This is an optimization exercise on Yosys and OpenROAD, whose aim is small area and a short achievable clock period, not a production implementation. Only simulation tests tie the RTL to the original design; equivalence was not proved. Power is estimated from default activity; no workload was simulated.

File: constraint.sdc
create_clock -name core_clock -period 6.5 [get_ports {clk}]
set_input_delay 1.3000 -clock core_clock [delete_from_list [all_inputs] [get_ports {clk}]]
set_output_delay 1.3000 -clock core_clock [all_outputs]
set_load 0.01 [all_outputs]
File: config.mk
export PLATFORM = sky130hd
export DESIGN_NAME = sad_8_2_arch1
export DESIGN_NICKNAME = sad_8_2_arch1
export VERILOG_FILES = /design/flow/design.v
export SDC_FILE = /design/flow/constraint.sdc
export NUM_CORES = 4
export LEC_CHECK = 0
export CAP_MARGIN = 20
export CORE_MARGIN = 2
export CORE_UTILIZATION = 40
export SLEW_MARGIN = 20
File: run.sh
#!/bin/bash
# synth_recipe.tcl (not shown) runs the flow's synth.tcl, then flattens the netlist and writes it again
# the make line also repeats each setting of config.mk as NAME=value (left out here)
make -C /OpenROAD-flow-scripts/flow DESIGN_CONFIG=/design/flow/config.mk WORK_HOME=/design/flow/orfs CLKGATE_MAP_FILE= SYNTH_SCRIPT=/design/flow/synth_recipe.tcl finish
File: design.v
`timescale 1ns / 1ps
module full_adder(i_x1,i_x2,i_cin,o_sum,o_carry);
  input  i_x1;                
  input  i_x2;                
  input  i_cin;             
  output o_sum;
  output o_carry;
  wire   w_WIRE_1;
  wire   w_WIRE_2;
  wire   w_WIRE_3;
  assign w_WIRE_1 =  i_x1 ^ i_x2;
  assign w_WIRE_2 =   w_WIRE_1  & i_cin;
  assign w_WIRE_3 = (!w_WIRE_1) & i_x1;
  assign o_sum   =  w_WIRE_1 ^ i_cin;
  assign o_carry =  w_WIRE_2 | w_WIRE_3;
endmodule  
`timescale 1ns / 1ps
module ripple_carry_adder 
  #(parameter WIDTH = 2)
  (
   input [WIDTH-1:0] i_add_term1,
   input [WIDTH-1:0] i_add_term2,
   input                      i_carry_in,
   output [WIDTH:0]  o_result
   );
  wire [WIDTH:0]     w_CARRY;
  wire [WIDTH-1:0]   w_SUM;
   assign w_CARRY[0] = i_carry_in;
  genvar             ii;
  generate 
    for (ii=0; ii<WIDTH; ii=ii+1) 
      begin
        full_adder FA_rca( 
                          .i_x1     (i_add_term1[ii]),
                          .i_x2     (i_add_term2[ii]),
                          .i_cin    (w_CARRY[ii]),
                          .o_sum    (w_SUM[ii]),
                          .o_carry  (w_CARRY[ii+1])
                         );
      end
  endgenerate
  assign o_result = {w_CARRY[WIDTH], w_SUM};    
endmodule  
module compressor_4_2(a,b,c,d,cin,sum,carry,cout);
input	a;
input	b;
input	c;
input	d;
input	cin;				 
output	sum;
output	carry;
output	cout;				 
assign s1  = a  ^ b;
assign s2  = c  ^ d;
assign s3  = s1 ^ s2;
assign sum   = s3 ^ cin;
assign carry = s3 ? cin : d;
assign cout  = s1 ? c : a;
endmodule
`timescale 1ns / 1ps
module compressor_82_42(A,B,C,D,E,F,G,H,Cin0,Cin1,Cin2,Cin3,Cin4,
                        Sum,Carry,Cout0,Cout1,Cout2,Cout3,Cout4);
 input	A;
 input	B;
 input	C;
 input	D;
 input	E;
 input	F;
 input	G;
 input	H;
 input	Cin0;				 
 input	Cin1;				 
 input	Cin2;				 
 input	Cin3;				 
 input	Cin4;				 
 output	Sum;
 output	Carry;
 output	Cout0;				 
 output	Cout1;				 
 output	Cout2;				 
 output	Cout3;				 
 output	Cout4;				 
compressor_4_2	COMP_4_2_0(
                           .a			(E),
                           .b			(F),
                           .c			(G),
                           .d			(H),
                           .cin		    (Cin0),
                           .sum			(Sum_4_2_0),
                           .carry		(Cout3),
                           .cout		(Cout2)
                          );
compressor_4_2	COMP_4_2_1(
                           .a			(A),
                           .b			(B),
                           .c			(C),
                           .d			(D),
                           .cin		    (Cin1),
                           .sum			(Sum_4_2_1),
                           .carry		(Cout1),
                           .cout		(Cout0)
                          );
compressor_4_2	COMP_4_2_2(
                           .a			(Cin2),
                           .b			(Sum_4_2_1),
                           .c			(Cin3),
                           .d			(Sum_4_2_0),
                           .cin		    (Cin4),
                           .sum			(Sum),
                           .carry		(Carry),
                           .cout		(Cout4)
                          );						  
endmodule  
`timescale 1ns / 1ps
module compressor_array_82_42(P0,P1,P2,P3,P4,P5,P6,P7,Sum);
input	[7:0] P0,P1,P2,P3,P4,P5,P6,P7;
output	[10:0] Sum;
wire    [7:0]  S,Carry,Cout0,Cout1,Cout2,Cout3,Cout4;
wire    [10:0] C;
wire    [2:0]  c_sum;
 compressor_82_42 COMPRESSOR_82_42_I0(
								      .A(P0[0]),
								      .B(P1[0]),
								      .C(P2[0]),
								      .D(P3[0]),
								      .E(P4[0]),
								      .F(P5[0]),
								      .G(P6[0]),
									  .H(P7[0]),
								      .Cin0(1'b0),
								      .Cin1(1'b0),
								      .Cin2(1'b0),
								      .Cin3(1'b0),
								      .Cin4(1'b0),
								      .Sum(S[0]),
								      .Carry(Carry[0]),
								      .Cout0(Cout0[0]),
								      .Cout1(Cout1[0]),
								      .Cout2(Cout2[0]),
								      .Cout3(Cout3[0]),
								      .Cout4(Cout4[0])
								    );
genvar i;
generate
begin
 	for(i=1; i<=7; i=i+1) begin 
	compressor_82_42 COMPRESSOR_82_42_I(
  							            .A(P0[i]),
								        .B(P1[i]),
								        .C(P2[i]),
								        .D(P3[i]),
										.E(P4[i]),
										.F(P5[i]),
										.G(P6[i]),
										.H(P7[i]),
										.Cin0(Cout0[i-1]),
										.Cin1(Cout1[i-1]),
										.Cin2(Cout2[i-1]),
										.Cin3(Cout3[i-1]),
										.Cin4(Cout4[i-1]),
										.Sum(S[i]),
										.Carry(Carry[i]),
										.Cout0(Cout0[i]),
										.Cout1(Cout1[i]),
										.Cout2(Cout2[i]),
										.Cout3(Cout3[i]),
										.Cout4(Cout4[i])
										);
	end
end	
endgenerate
full_adder FULL_ADDER_0(
						.i_x1		(Carry[0]),
						.i_x2		(S[1]),
						.i_cin		(1'b0),
						.o_sum		(Sum[1]),
						.o_carry	(C[0])
					   ); 
full_adder FULL_ADDER_1(
						.i_x1		(Carry[1]),
						.i_x2		(S[2]),
						.i_cin		(C[0]),
						.o_sum		(Sum[2]),
						.o_carry	(C[1])
					   );
full_adder FULL_ADDER_2(
						.i_x1		(Carry[2]),
						.i_x2		(S[3]),
						.i_cin		(C[1]),
						.o_sum		(Sum[3]),
						.o_carry	(C[2])
					   );
full_adder FULL_ADDER_3(
						.i_x1		(Carry[3]),
						.i_x2		(S[4]),
						.i_cin		(C[2]),
						.o_sum		(Sum[4]),
						.o_carry	(C[3])
					   );
full_adder FULL_ADDER_4(
						.i_x1		(Carry[4]),
						.i_x2		(S[5]),
						.i_cin		(C[3]),
						.o_sum		(Sum[5]),
						.o_carry	(C[4])
					   );
full_adder FULL_ADDER_5(
						.i_x1		(Carry[5]),
						.i_x2		(S[6]),
						.i_cin		(C[4]),
						.o_sum		(Sum[6]),
						.o_carry	(C[5])
					   );
full_adder FULL_ADDER_6(
						.i_x1		(Carry[6]),
						.i_x2		(S[7]),
						.i_cin		(C[5]),
						.o_sum		(Sum[7]),
						.o_carry	(C[6])
					   ); 
full_adder FULL_ADDER_8(
						.i_x1		(C[6]),
						.i_x2		(Cout0[7]),
						.i_cin		(Cout1[7]),
						.o_sum		(c_sum[0]),
						.o_carry	(C[7])
					   );
full_adder FULL_ADDER_9(
						.i_x1		(Cout2[7]),
						.i_x2		(Cout3[7]),
						.i_cin		(Cout4[7]),
						.o_sum		(c_sum[1]),
						.o_carry	(C[8])
					   );
full_adder FULL_ADDER_10(
						.i_x1		(c_sum[0]),
						.i_x2		(c_sum[1]),
						.i_cin		(Carry[7]),
						.o_sum		(Sum[8]),
						.o_carry	(C[9])
					   );
full_adder FULL_ADDER_11(
						.i_x1		(C[7]),
						.i_x2		(C[9]),
						.i_cin		(C[8]),
						.o_sum		(c_sum[2]),
						.o_carry	(C[10])
					   );
assign Sum[9]  = c_sum[2];
assign Sum[10] = C[10];
assign Sum[0]  = S[0];
endmodule
`timescale 1ns / 1ps
module sad_8_2_arch1(clk,reset,org0,org1,org2,org3,org4,org5,org6,org7,
                               ref0,ref1,ref2,ref3,ref4,ref5,ref6,ref7,final_sum);
input          clk,reset; 
input	[7:0]  ref0,ref1,ref2,ref3,ref4,ref5,ref6,ref7;
input	[7:0]  org0,org1,org2,org3,org4,org5,org6,org7;
output	[15:0] final_sum;
wire	[10:0] sad_sum;
wire    [15:0]  rca_sum;
reg     [15:0]  sum_reg;
reg     [7:0]   sad_0,sad_1,sad_2,sad_3,sad_4,sad_5,sad_6,sad_7;
always @(posedge clk)
begin
  if(reset)
	sad_0 <= 8'd0;  
  else if (org0 > ref0)
	sad_0 <= org0 - ref0;
  else  
	sad_0 <= ref0 - org0;
end      
always @(posedge clk)
begin
  if(reset)
	sad_1 <= 8'd0;  
  else if (org1 > ref1)
	sad_1 <= org1 - ref1;
  else  
	sad_1 <= ref1 - org1;
end      
always @(posedge clk)
begin
  if(reset)
	sad_2 <= 8'd0;  
  else if (org2 > ref2)
	sad_2 <= org2 - ref2;
  else  
	sad_2 <= ref2 - org2;
end      
always @(posedge clk)
begin
  if(reset)
	sad_3 <= 8'd0;  
  else if (org3 > ref3)
	sad_3 <= org3 - ref3;
  else  
	sad_3 <= ref3 - org3;
end      
always @(posedge clk)
begin
  if(reset)
	sad_4 <= 8'd0;  
  else if (org4 > ref4)
	sad_4 <= org4 - ref4;
  else  
	sad_4 <= ref4 - org4;
end      
always @(posedge clk)
begin
  if(reset)
	sad_5 <= 8'd0;  
  else if (org5 > ref5)
	sad_5 <= org5 - ref5;
  else  
	sad_5 <= ref5 - org5;
end      
always @(posedge clk)
begin
  if(reset)
	sad_6 <= 8'd0;  
  else if (org6 > ref6)
	sad_6 <= org6 - ref6;
  else  
	sad_6 <= ref6 - org6;
end      
always @(posedge clk)
begin
  if(reset)
	sad_7 <= 8'd0;  
  else if (org7 > ref7)
	sad_7 <= org7 - ref7;
  else  
	sad_7 <= ref7 - org7;
end    
compressor_array_82_42 COMPRESSOR_ARRAY_82_42(
											  .P0		(sad_0),
											  .P1		(sad_1),
											  .P2		(sad_2),
											  .P3		(sad_3),
											  .P4		(sad_4),
											  .P5		(sad_5),
											  .P6		(sad_6),
											  .P7		(sad_7),
											  .Sum		(sad_sum)
											 ); 
ripple_carry_adder #(.WIDTH(15)) RCA_inst_1_1(
                                              .i_add_term1   ({4'd0,sad_sum}),
                                              .i_add_term2   (sum_reg[14:0]),
   											  .i_carry_in    (1'b0),   
                                              .o_result      (rca_sum)
                                             );	
reg reset_l;											 
always @ (posedge clk)
begin
	reset_l <= reset;
end
always @(posedge clk)
begin
	if(reset_l)
		sum_reg <= 16'd0;
	else
		sum_reg <= rca_sum[15:0];
end
assign final_sum = sum_reg[15:0];
endmodule  
==> summary.txt <==
status no timing/DRC/antenna violations; DRT Pass-1 Iters 5; clk buf depth 2; syn avg cell area 8.33 µm²; clock transition at the registers of the reported paths 70 ps; core footprint 25,000 µm²; max reg flops 16; crit start category register; nets 1,607; initial antenna violation count 0; Ports 146; count of cell types in the netlist 80; Setup crit end kind register; Switching Fraction 45.7%; measured slew at the worst slew-check pin 675 ps; Post-CTS Setup Inserts 0; Worst Skew 5.67 ps; switching power total 2.60 mW; Die Wd 163 µm; gp weighted congestion 0.813; ys async rst share 0%; Main synth FF type dfxtp_1; Tot GR Track Use 17.1%; f_max 0.167 GHz; RSZ-0062 raised after global routing no; input/output buffers 145; Seq cells post-synth 81; Worst Hold Class reg -> reg; Post-Place Cells 1,653; Mapped Area 10,100 µm²; final setup TNS 0 ps; Max VDD drop 0.645 mV; critical path peak fanout 10; Fill cells 2,417; final-report hold violation count 0; Total Wirelength 22,200 µm; # Max-Cap Violations 0; Worst Path Class, Setup reg -> reg; starting density of the core 40.4%; highest routed layer met4; CTS H-Tree Depth 3; Clk network pwr share 9.5%; pin count of the biggest net entering global routing 66; combinational power share 77.8%; post-synthesis sequential area ratio 16.0%; post-route ant nets 0; CTS tree built; Sink Count 81; most common cell in the netlist inv_1; first-pass GRT wire length 37,500 µm; number of synthesis warnings 6; share of cells above drive strength 1 5.53%; total die area 26,600 µm²; grt ovf 0; Inserted Diodes 0; Synth area leader dfxtp_1; Post-synth EDFFs 0; Met2 Routed Length 10,400 µm; synth top area cells dfxtp_1, ha_1, xnor2_1, inv_1, nor2_1; Via density 5.05; die extent in y 163 µm; post-synth top area share 16.0%; Critical Path AT 6220 ps; share of power burned in registers 12.8%; Worst slew margin 54.9%; Layout area overhead 19.8%; final setup fails 0; DP HPWL 18,800 µm; Post-Route M1 WL 11,000 µm; Post-Synthesis Cells 1,216; Clock Latency Late Sink 350 ps; commonest cells in the synthesized netlist inv_1, ha_1, nor2_1; Final Max Slew Viols 0; fin crit share 92.4%; Wirelength per Cell 13.3 µm; Root Driver clkbuf_16; static leakage 5.63 nW; number of core rows 58; syn_nets 1,489; Via Count 8,428; min Tclk post-route 6000 ps; Pint 3.09 mW; critical path required time 6720 ps; First DRT Iteration DRCs 367; WL met3 678 µm; power density over cell area 469 nW/µm²; detailed-route DRC error count 0; number of buffers created by CTS 9; Hold Buf Count CTS 0; Finished Layout Cells 1,669; vias in the first global route 8,037
[layout by cell type, fill, tap and decap left out, drive strengths merged, types with 19 or more instances in the layout]
master	instances
nor2	109
o21ai	38
maj3	28
ha	127
inv	156
a21oi	74
mux2i	35
nor2b	36
clkdlybuf4s50	144
a21o	39
xnor2	99
dfxtp	81
mux2	19
xor2	43
nand2	35
[per-stage QoR]
| stage | instance area (µm²) | utilization (%) | total power [mW] | worst slack [ps] | hold WS, ps |
|---|---|---|---|---|---|
| 6_report | 12100 | 48.4 | 5.69 | 496 | 585 |
| 5_1_grt | 12100 | 48.4 | 6.32 | 33.3 | 614 |
| 2_1_floorplan | 10100 | - | 4.47 | 912 | 478 |
| 4_1_cts | 12100 | 48.4 | 5.72 | 534 | 594 |
| 3_5_place_dp | 11800 | 47.2 | 5.16 | 557 | 579 |
| 3_3_place_gp | 11800 | 47.2 | 5.12 | 617 | 563 |
[power groups by stage]
| stage | clock, mW | combinational [mW] | sequential, mW |
|---|---|---|---|
| 2_1_floorplan | 0 | 3.78 | 0.690 |
| 3_3_place_gp | 0 | 4.39 | 0.734 |
| 3_5_place_dp | 0 | 4.42 | 0.737 |
| 4_1_cts | 0.556 | 4.44 | 0.726 |
| 5_1_grt | 0.574 | 5.00 | 0.741 |
| 6_report | 0.539 | 4.43 | 0.726 |
[layout make-up]
type                    instances  area, µm²  share of cell area, %
multi-input cells             940       7720                   63.6
flip-flops and latches         81       1620                   13.4
repair buffers                152       1500                   12.4
inverters                     150        563                   4.64
well taps                     330        413                   3.40
clock buffers                   9        225                   1.86
clock inverters                 7       90.1                  0.743
[kinds of logic (layout without fill, tap and decap cells)]
logic type / after synthesis / after routing / synth area share (%)
DFF: 81 / 81 / 16.0
muxes: 54 / 54 / 5.61
xor gates and xnor gates: 154 / 154 / 15.5
buffers and inverters: 195 / 318 / 7.80
adders and majority gates: 171 / 171 / 21.7
and+or+nand+nor: 275 / 275 / 13.7
AOI/OAI and AO/OA: 286 / 286 / 19.7
[per-layer routing]
layer	global-route usage (%)	vias to the layer above
li1	-	4429
met1	23.0	3851
met2	29.5	139
met3	2.03	9
met4	3.34	0
met5	0	-
[worst max-delay path: stages (launching register included)]
cell	delay [ps]
dfxtp_1	370
xor3_1	480
o22ai_1	340
nor3_2	120
o211a_1	270
o31a_1	390
o2111ai_1	220
o211ai_1	120
or4b_1	690
or2_0	290
or4_1	410
o311a_1	150
nand2_1	80
a21oi_1	80
xnor2_1	170
maj3_2	330
maj3_1	360
ha_1	210
ha_1	200
ha_1	200
ha_1	280
nor2b_1	130
[final timing paths]
check	start	to	slack (ps)	depth (start not counted)
setup reg to reg	sad_1[3]$_SDFF_PP0_	sum_reg[14]$_SDFF_PP0_	500	21
setup / recovery	sad_1[3]$_SDFF_PP0_	sum_reg[14]$_SDFF_PP0_	500	21
hold reg to reg	sum_reg[0]$_SDFF_PP0_	sum_reg[0]$_SDFF_PP0_	590	2
hold / removal	sum_reg[0]$_SDFF_PP0_	sum_reg[0]$_SDFF_PP0_	590	2
[repair_timing]
action,CTS,global route
endpoints found under the setup margin,0,1
hold endpoints to repair,0,0
gates resized for setup,0,1

-- port drivers added, routing unchanged --
The flow's constraints put no driver on any port. The routed layout listed below was extracted and timed again, unchanged, in two steps. Step 1: set_driving_cell puts a clkbuf_16 on clk and a buf_2 on each other input, an assumption about the parent block. Step 2, shift: input delay + t, output delay - t, t = (earliest + latest rising clock arrival at the registers) / 2. This alone moves slack from input paths to output paths. Slacks: ideal / step 1 / step 2; pairs: ideal / step 1.
shift t [ns]: 0.392
slack for setup (ns): 0.496 / 0.496 / 0.496
worst setup path after step 2: register to register
After both steps setup and hold are still met in this run. For this run, drivers alone change the setup slack by 0.000 ns; drivers and shift together by 0.000 ns.
